Context: an optimization exercise on an open-source flow, tuned for small area. The choices shown serve that exercise and are no tape-out recipe.
The RTL was checked by simulation tests, not by an equivalence proof against the original design.

==> 06-18 <==
// x_corr
module x_corr #(parameter xi_bits = 12,
                parameter xq_bits = 12,
                parameter yi_bits = 12,
                parameter yq_bits = 12,
                parameter i_bits = 31,
                parameter q_bits = 31,
                parameter length = 102,
                parameter length_counter_bits = 7,
                parameter out_max_bits = 62
                )
   (input clk,
    input                              rst,
    output                             s_axis_tready,
    input [xi_bits - 1:0]              xi,
    input [xq_bits - 1:0]              xq,
    input [yi_bits - 1:0]              yi,
    input [yq_bits - 1:0]              yq,
    input                              m_axis_tvalid,
    input                              m_axis_tready,
    output [out_max_bits - 1:0]        out_max,
    output [length_counter_bits - 1:0] index,
    output                             s_axis_tvalid
    );
   reg rdy;
   always @(posedge clk) rdy <= ~rst;
   assign s_axis_tready = rdy;
   wire v = m_axis_tvalid & rdy;
   reg [6:0]  cnt;
   reg [30:0] sre, sim;
   wire       cnt_lt = (cnt < 7'd99);
   wire       cnt_end = (cnt == 7'd99);
   wire       keep = v ? cnt_lt : ~cnt_end;
   always @(posedge clk) begin
      if (rst)
        cnt <= 7'd127;
      else if (v)
        cnt <= cnt_lt ? cnt + 7'd1 : 7'd0;
      else if (cnt_end)
        cnt <= 7'd0;
   end
  ...
Settings: LEC_CHECK=0, ABC_AREA=1, CAP_MARGIN=20, CORE_MARGIN=2, CORE_UTILIZATION=40, SLEW_MARGIN=20; clock period 10.0 ns.
standard.sh (not shown) runs the stock make flow with config.mk's settings and CLKGATE_MAP_FILE= SYNTH_SCRIPT=/design/flow/synth_recipe.tcl, a recipe that flattens the netlist after the stock synthesis.
==> flow/flow/run.sh <==
#!/bin/bash
# Layout flow: the standard synthesis, then a polarity clean-up of the
# mapped netlist (flow/polarity.py: full adders built on complemented
# signals, and XOR/XNOR swapped, where that saves inverters; registers and
# ports untouched), then the standard ORFS layout with one-drive port
# buffers and a clock tree of small buffers without dummy loads.
# Each tool's output goes to a log file in this folder.
set -euo pipefail
W=$(pwd)
R=$W/orfs/results/$FLOW_PLATFORM/x_corr/base

bash standard.sh synth > synth.log 2>&1

cp "$R/1_2_yosys.v" "$W/netlist_standard.v"
python3 flow/polarity.py "$W/netlist_standard.v" "$W/netlist_polarity.v" > polarity.log 2>&1
cp "$W/netlist_polarity.v" "$R/1_2_yosys.v"
rm -f "$R/1_synth.odb" "$R/1_synth.sdc"

bash standard.sh \
  BUFFER_PORTS_ARGS="-buffer_cell sky130_fd_sc_hd__buf_1" \
  CTS_ARGS="-sink_clustering_enable -repair_clock_nets -dont_use_dummy_load -buf_list {sky130_fd_sc_hd__clkbuf_2 sky130_fd_sc_hd__clkbuf_4}" \
  finish > layout.log 2>&1
Other scripts of this flow, unchanged in this note and not shown: flow/flow/polarity.py
==> inputs of 08-16, as changes to 06-18 <==
--- a/flow/flow/run.sh
+++ b/flow/flow/run.sh
@@ -4,5 +4,6 @@
 # signals, and XOR/XNOR swapped, where that saves inverters; registers and
 # ports untouched), then the standard ORFS layout with one-drive port
-# buffers and a clock tree of small buffers without dummy loads.
+# buffers, a clock tree of small buffers without dummy loads, and
+# downsizing of non-critical cells after global routing.
 # Each tool's output goes to a log file in this folder.
 set -euo pipefail
@@ -19,4 +20,5 @@
 bash standard.sh \
   BUFFER_PORTS_ARGS="-buffer_cell sky130_fd_sc_hd__buf_1" \
-  CTS_ARGS="-sink_clustering_enable -repair_clock_nets -dont_use_dummy_load -buf_list {sky130_fd_sc_hd__clkbuf_2 sky130_fd_sc_hd__clkbuf_4}" \
+  CTS_ARGS="-sink_clustering_enable -repair_clock_nets -dont_use_dummy_load -sink_clustering_size 24 -buf_list {sky130_fd_sc_hd__clkbuf_4 sky130_fd_sc_hd__clkbuf_8}" \
+  RECOVER_POWER=100 \
   finish > layout.log 2>&1
==> inputs of 04-02, as changes to 06-18 <==
==> flow/flow/run.sh (replaced) <==
#!/bin/bash
# Layout flow:
#  1. the standard synthesis (standard.sh synth), unchanged;
#  2. the combinational logic of that netlist re-mapped for area by ABC
#     (flow/remap.ys, flow/remap.abc); registers, full/half adders and tie
#     cells keep their instances and names;
#  3. a polarity clean-up (flow/polarity.py): full adders built on
#     complemented signals, and XOR/XNOR swapped, where that saves inverters;
#  4. the standard ORFS layout from that netlist, with one-drive port
#     buffers and a clock tree of small buffers without dummy loads.
# Each tool's output goes to a log file in this folder.
set -euo pipefail
W=$(pwd)
R=$W/orfs/results/$FLOW_PLATFORM/x_corr/base
LIB=$FLOW_HOME/platforms/$FLOW_PLATFORM/lib/sky130_fd_sc_hd__tt_025C_1v80.lib
YOSYS=$(command -v yosys || echo "$FLOW_HOME/../tools/install/yosys/bin/yosys")
PERIOD_PS=$(python3 -c "print(int(round(float('$FLOW_PERIOD_NS') * 1000)))")

bash standard.sh synth > synth.log 2>&1
cp "$R/1_2_yosys.v" "$W/netlist_standard.v"

sed -e "s|LIBFILE|$LIB|g" -e "s|IN_NETLIST|$W/netlist_standard.v|" \
    -e "s|OUT_NETLIST|$W/netlist_remap.v|" -e "s|TOPNAME|$FLOW_TOP|" \
    -e "s|ABCSCRIPT|$W/flow/remap.abc|" -e "s|PERIOD_PS|$PERIOD_PS|" \
    flow/remap.ys > remap_run.ys
"$YOSYS" -s remap_run.ys > remap.log 2>&1

python3 flow/polarity.py "$W/netlist_remap.v" "$W/netlist_polarity.v" > polarity.log 2>&1
cp "$W/netlist_polarity.v" "$R/1_2_yosys.v"
rm -f "$R/1_synth.odb" "$R/1_synth.sdc"

bash standard.sh \
  BUFFER_PORTS_ARGS="-buffer_cell sky130_fd_sc_hd__buf_1" \
  CTS_ARGS="-sink_clustering_enable -repair_clock_nets -dont_use_dummy_load -sink_clustering_size 16 -sink_clustering_max_diameter 50 -buf_list {sky130_fd_sc_hd__clkbuf_8}" \
  finish > layout.log 2>&1
==> flow/flow/remap.abc (new file) <==
strash
dch
map -a
topo
stime -c
buffer -c
upsize -c
dnsize -c
==> flow/flow/remap.ys (new file) <==
# Re-map the combinational logic of the standard synthesis netlist for area.
# Registers, full and half adders and tie cells are kept as they are (same
# instances and names); everything else is flattened to gates and mapped
# again by ABC with an area-first script (flow/remap.abc).
read_liberty -ignore_miss_func LIBFILE
read_verilog IN_NETLIST
hierarchy -top TOPNAME
blackbox sky130_fd_sc_hd__fa_1 sky130_fd_sc_hd__ha_1 sky130_fd_sc_hd__dfxtp_1 sky130_fd_sc_hd__edfxtp_1 sky130_fd_sc_hd__conb_1
flatten
rename -hide w:_*
opt_clean -purge
stat
abc -liberty LIBFILE -script ABCSCRIPT -D PERIOD_PS -dont_use sky130_fd_sc_hd__probe_p_8 -dont_use sky130_fd_sc_hd__probec_p_8 -dont_use sky130_fd_sc_hd__lpflow_*
rename -hide w:_*
opt_clean -purge
insbuf -buf sky130_fd_sc_hd__buf_4 A X
stat -liberty LIBFILE
write_verilog -noattr OUT_NETLIST
==> comparison table <==
quantity	04-02	06-18	08-16
Worst path arrival time	9.63 ns	9.44 ns	9.31 ns
Pre-CTS setup slack	0.328 ns	0.690 ns	0.690 ns
Proportion of cell area occupied by multi-input gates	66.5%	67.2%	66.9%
Time the worst path needs with I/O delays and setup	9.08 ns	8.73 ns	8.98 ns
Number of search-and-repair iterations in the first detailed-routing pass	6	6	8
Synthesized cell area	0.0309 sq mm	0.0317 sq mm	0.0317 sq mm
Slew @ Worst Pin	0.902 ns	1.00 ns	1.87 ns
Run status	complete, no violations	complete, no violations	finished with violations
Layout check failures	-	-	capacitance limit, slew limit
Total GRT Usage	24.6%	24.4%	24.2%
Clock network area share	1.64%	1.79%	2.10%
WL met1	40.3 mm	41.3 mm	41.6 mm
Met2 wirelength from detailed routing	44.4 mm	43.5 mm	43.4 mm
Signal buffers share of area	4.12%	3.66%	3.61%
Count of inverters other than clock inverters in the layout	485	487	487
Setup slack of the worst register-to-register path	0.92 ns	1.27 ns	1.20 ns
Worst slew margin relative to its limit	39.3%	33.1%	-24.3%
Die height	282 um	286 um	286 um
Flip-flop and latch share of the layout cell area	18.4%	18.2%	18.2%
Number of cells produced by synthesis	3384	3603	3603
Design Area, Final	0.0335 sq mm	0.0341 sq mm	0.0341 sq mm

---

==> job 6424: inputs <==
x_corr again, from the RTL that the note above started with.
export LEC_CHECK = 0
export ABC_AREA = 1
export CAP_MARGIN = 20
export CORE_MARGIN = 2
export CORE_UTILIZATION = 40
export SLEW_MARGIN = 20
create_clock -name core_clock -period 10.0 [get_ports {clk}]
==> flow/flow/run.sh <==
#!/bin/bash
# Layout flow:
#  1. the standard synthesis (standard.sh synth), unchanged;
#  2. full adders of that netlist given the polarity that needs the fewest
#     inverters between adders, registers and ports (flow/polarity.py --pre),
#     then the combinational logic re-mapped for area by ABC
#     (flow/remap.ys, flow/remap.abc); registers, full/half adders and tie
#     cells keep their instances and names;
#  3. a polarity clean-up (flow/polarity.py): full adders built on
#     complemented signals, and XOR/XNOR swapped, where that saves inverters;
#  4. the standard ORFS layout from that netlist, with one-drive port
#     buffers and a clock tree of small buffers without dummy loads.
# Each tool's output goes to a log file in this folder.
set -euo pipefail
W=$(pwd)
R=$W/orfs/results/$FLOW_PLATFORM/x_corr/base
LIB=$FLOW_HOME/platforms/$FLOW_PLATFORM/lib/sky130_fd_sc_hd__tt_025C_1v80.lib
YOSYS=$(command -v yosys || echo "$FLOW_HOME/../tools/install/yosys/bin/yosys")
PERIOD_PS=$(python3 -c "print(int(round(float('$FLOW_PERIOD_NS') * 1000)))")

bash standard.sh synth > synth.log 2>&1
cp "$R/1_2_yosys.v" "$W/netlist_standard.v"
python3 flow/polarity.py --pre "$W/netlist_standard.v" "$W/netlist_prepol.v" > prepolarity.log 2>&1

sed -e "s|LIBFILE|$LIB|g" -e "s|IN_NETLIST|$W/netlist_prepol.v|" \
    -e "s|OUT_NETLIST|$W/netlist_remap.v|" -e "s|TOPNAME|$FLOW_TOP|" \
    -e "s|ABCSCRIPT|$W/flow/remap.abc|" -e "s|PERIOD_PS|$PERIOD_PS|" \
    flow/remap.ys > remap_run.ys
"$YOSYS" -s remap_run.ys > remap.log 2>&1

python3 flow/polarity.py "$W/netlist_remap.v" "$W/netlist_polarity.v" > polarity.log 2>&1
cp "$W/netlist_polarity.v" "$R/1_2_yosys.v"
rm -f "$R/1_synth.odb" "$R/1_synth.sdc"

bash standard.sh \
  BUFFER_PORTS_ARGS="-buffer_cell sky130_fd_sc_hd__buf_1" \
  CTS_ARGS="-sink_clustering_enable -repair_clock_nets -dont_use_dummy_load -sink_clustering_size 10 -sink_clustering_max_diameter 35 -buf_list {sky130_fd_sc_hd__clkbuf_4}" \
  finish > layout.log 2>&1
==> flow/flow/remap.abc <==
strash
dch -f
map -a
strash
dch -f
map -a
topo
stime -c
buffer -c
upsize -c
dnsize -c
Other scripts of this flow, unchanged in this note and not shown: flow/flow/polarity.py, flow/flow/remap.ys
==> job 1635 (differences from job 6424) <==
==> flow/flow/remap.abc (replaced) <==
strash
dch
map -a
topo
stime -c
buffer -c
upsize -c
dnsize -c
==> job 4870 (differences from job 6424) <==
--- a/flow/design.v
+++ b/flow/design.v
@@ -1403,54 +1403,44 @@
    output [59:0]     nmag,
    output reg [59:0] mag);
    reg [30:0] ore, oim;
    always @(posedge clk)
      if (load) begin
         ore <= re;
         oim <= im;
      end
-   reg [4:0] ore_nw;
-   always @(*) begin
-      if (load)
-        ore_nw = {re[30], re[30], re[29], re[28], re[27]};
-      else
-        case (st)
-          4'd1: ore_nw = {ore[27], ore[26], ore[25], ore[24], ore[23]};
-          4'd2: ore_nw = {ore[23], ore[22], ore[21], ore[20], ore[19]};
-          4'd3: ore_nw = {ore[19], ore[18], ore[17], ore[16], ore[15]};
-          4'd4: ore_nw = {ore[15], ore[14], ore[13], ore[12], ore[11]};
-          4'd5: ore_nw = {ore[11], ore[10], ore[9], ore[8], ore[7]};
-          4'd6: ore_nw = {ore[7], ore[6], ore[5], ore[4], ore[3]};
-          4'd7: ore_nw = {ore[3], ore[2], ore[1], ore[0], 1'b0};
-          default: ore_nw = 5'd0;
-        endcase
-   end
    reg [4:0] ore_w;
-   always @(posedge clk)
-     ore_w <= ore_nw;
-   reg [4:0] oim_nw;
    always @(*) begin
-      if (load)
-        oim_nw = {im[30], im[30], im[29], im[28], im[27]};
-      else
-        case (st)
-          4'd1: oim_nw = {oim[27], oim[26], oim[25], oim[24], oim[23]};
-          4'd2: oim_nw = {oim[23], oim[22], oim[21], oim[20], oim[19]};
-          4'd3: oim_nw = {oim[19], oim[18], oim[17], oim[16], oim[15]};
-          4'd4: oim_nw = {oim[15], oim[14], oim[13], oim[12], oim[11]};
-          4'd5: oim_nw = {oim[11], oim[10], oim[9], oim[8], oim[7]};
-          4'd6: oim_nw = {oim[7], oim[6], oim[5], oim[4], oim[3]};
-          4'd7: oim_nw = {oim[3], oim[2], oim[1], oim[0], 1'b0};
-          default: oim_nw = 5'd0;
-        endcase
+      case (st)
+        4'd1: ore_w = {ore[30], ore[30], ore[29], ore[28], ore[27]};
+        4'd2: ore_w = {ore[27], ore[26], ore[25], ore[24], ore[23]};
+        4'd3: ore_w = {ore[23], ore[22], ore[21], ore[20], ore[19]};
+        4'd4: ore_w = {ore[19], ore[18], ore[17], ore[16], ore[15]};
+        4'd5: ore_w = {ore[15], ore[14], ore[13], ore[12], ore[11]};
+        4'd6: ore_w = {ore[11], ore[10], ore[9], ore[8], ore[7]};
+        4'd7: ore_w = {ore[7], ore[6], ore[5], ore[4], ore[3]};
+        4'd8: ore_w = {ore[3], ore[2], ore[1], ore[0], 1'b0};
+        default: ore_w = 5'd0;
+      endcase
    end
    reg [4:0] oim_w;
-   always @(posedge clk)
-     oim_w <= oim_nw;
+   always @(*) begin
+      case (st)
+        4'd1: oim_w = {oim[30], oim[30], oim[29], oim[28], oim[27]};
+        4'd2: oim_w = {oim[27], oim[26], oim[25], oim[24], oim[23]};
+        4'd3: oim_w = {oim[23], oim[22], oim[21], oim[20], oim[19]};
+        4'd4: oim_w = {oim[19], oim[18], oim[17], oim[16], oim[15]};
+        4'd5: oim_w = {oim[15], oim[14], oim[13], oim[12], oim[11]};
+        4'd6: oim_w = {oim[11], oim[10], oim[9], oim[8], oim[7]};
+        4'd7: oim_w = {oim[7], oim[6], oim[5], oim[4], oim[3]};
+        4'd8: oim_w = {oim[3], oim[2], oim[1], oim[0], 1'b0};
+        default: oim_w = 5'd0;
+      endcase
+   end
    wire [37:0] low;
    wire oree0_one = ore_w[1] ^ ore_w[0];
    wire oree0_two = (ore_w[2] & ~ore_w[1] & ~ore_w[0]) | (~ore_w[2] & ore_w[1] & ore_w[0]);
    wire oree0_neg = ore_w[2];
    wire orep0_q0 = (oree0_one & ore[0]) ^ oree0_neg;
    wire orep0_q1 = ((oree0_one & ore[1]) | (oree0_two & ore[0])) ^ oree0_neg;
    wire orep0_q2 = ((oree0_one & ore[2]) | (oree0_two & ore[1])) ^ oree0_neg;
    wire orep0_q3 = ((oree0_one & ore[3]) | (oree0_two & ore[2])) ^ oree0_neg;
==> flow/flow/remap.abc (replaced) <==
strash
dch
map -a
topo
stime -c
buffer -c
upsize -c
dnsize -c
==> qor summary <==
Outcome: job 1635 finished clean; job 6424 finished clean; job 4870 finished with violations
Reasons for failing layout checks: job 1635 -; job 6424 -; job 4870 negative setup slack
First-pass GRT wire length: job 1635 146000 um; job 6424 147000 um; job 4870 148000 um
Endpoint of the worst setup timing path: job 1635 am.omax[0]$_SDFFE_PP0P_; job 6424 mg.oim_w[3]$_DFF_P_; job 4870 am.omax[17]$_SDFFE_PP0P_
Final weighted congestion in routability-driven placement: job 1635 0.981; job 6424 0.959; job 4870 0.959
Sequential share of cell area: job 1635 0.186; job 6424 0.187; job 4870 0.166
Launching element type of the critical path: job 1635 flop; job 6424 input port; job 4870 flop
H-tree depth: job 1635 3; job 6424 2; job 4870 3
Average via count per standard cell: job 1635 5.53; job 6424 5.56; job 4870 5.53
Syn Std Cell Area: job 1635 30800 um2; job 6424 30300 um2; job 4870 30200 um2
Period utilization: job 1635 0.908; job 6424 0.921; job 4870 1.04
Footprint of the flip-flops and latches: job 1635 6190 um2; job 6424 6190 um2; job 4870 5990 um2
Worst setup path category: job 1635 reg2reg; job 6424 in2reg; job 4870 reg2reg
Row count: job 1635 101; job 6424 100; job 4870 100
Proportion of cell area occupied by multi-input gates: job 1635 0.674; job 6424 0.667; job 4870 0.635
CTS resizes: job 1635 0; job 6424 0; job 4870 98
Number of non-clock inverters in the layout: job 1635 411; job 6424 423; job 4870 413
Number of clock buffers inserted by TritonCTS: job 1635 70; job 6424 61; job 4870 66

==> port drivers added, routing unchanged <==
The results above use ideal ports. As a check the final layouts listed here were re-extracted and re-timed, cells and wires unchanged. Step 1 sets driving cells, clkbuf_16 on the clock port and buf_2 on the other inputs (assumed; they add their load-dependent delay and slew). Step 2 times the ports against the registers' clock, not the clock port: input delays grow and output delays shrink by t, the midpoint of the rising clock arrivals with the driver on. a / b / c = ideal / step 1 / step 2; a / b = the first two.
| run | t (ns) | slack for setup (ns) | worst hold slack (ns) | worst setup path after step 2 | worst slew at a driven data input, ns |
|---|---|---|---|---|---|
| 06-18 | 0.874 | 1.265 / 1.265 / 0.574 | 0.473 / 0.473 / 0.473 | input to register | 0.04 |
| 08-16 | 0.679 | 1.019 / 1.062 / 0.383 | 0.472 / 0.472 / 0.472 | input to register | 0.04 |
| 04-02 | 0.689 | 0.924 / 0.924 / 0.371 | 0.475 / 0.475 / 0.475 | input to register | 0.06 |
| job 6424 | 0.848 | 0.785 / 0.828 / -0.019 | 0.471 / 0.471 / 0.471 | input to register | 0.07 |
| job 1635 | 0.860 | 0.919 / 0.919 / 0.169 | 0.473 / 0.473 / 0.473 | input to register | 0.06 |
| job 4870 | 0.826 | -0.373 / -0.373 / -0.373 | 0.478 / 0.478 / 0.478 | register to register | 0.05 |
Met with ideal ports but missed after step 2: setup timing in job 6424. The setup slack of job 6424, which loses most, moves by +0.043 ns with the drivers and by -0.804 ns with both steps.
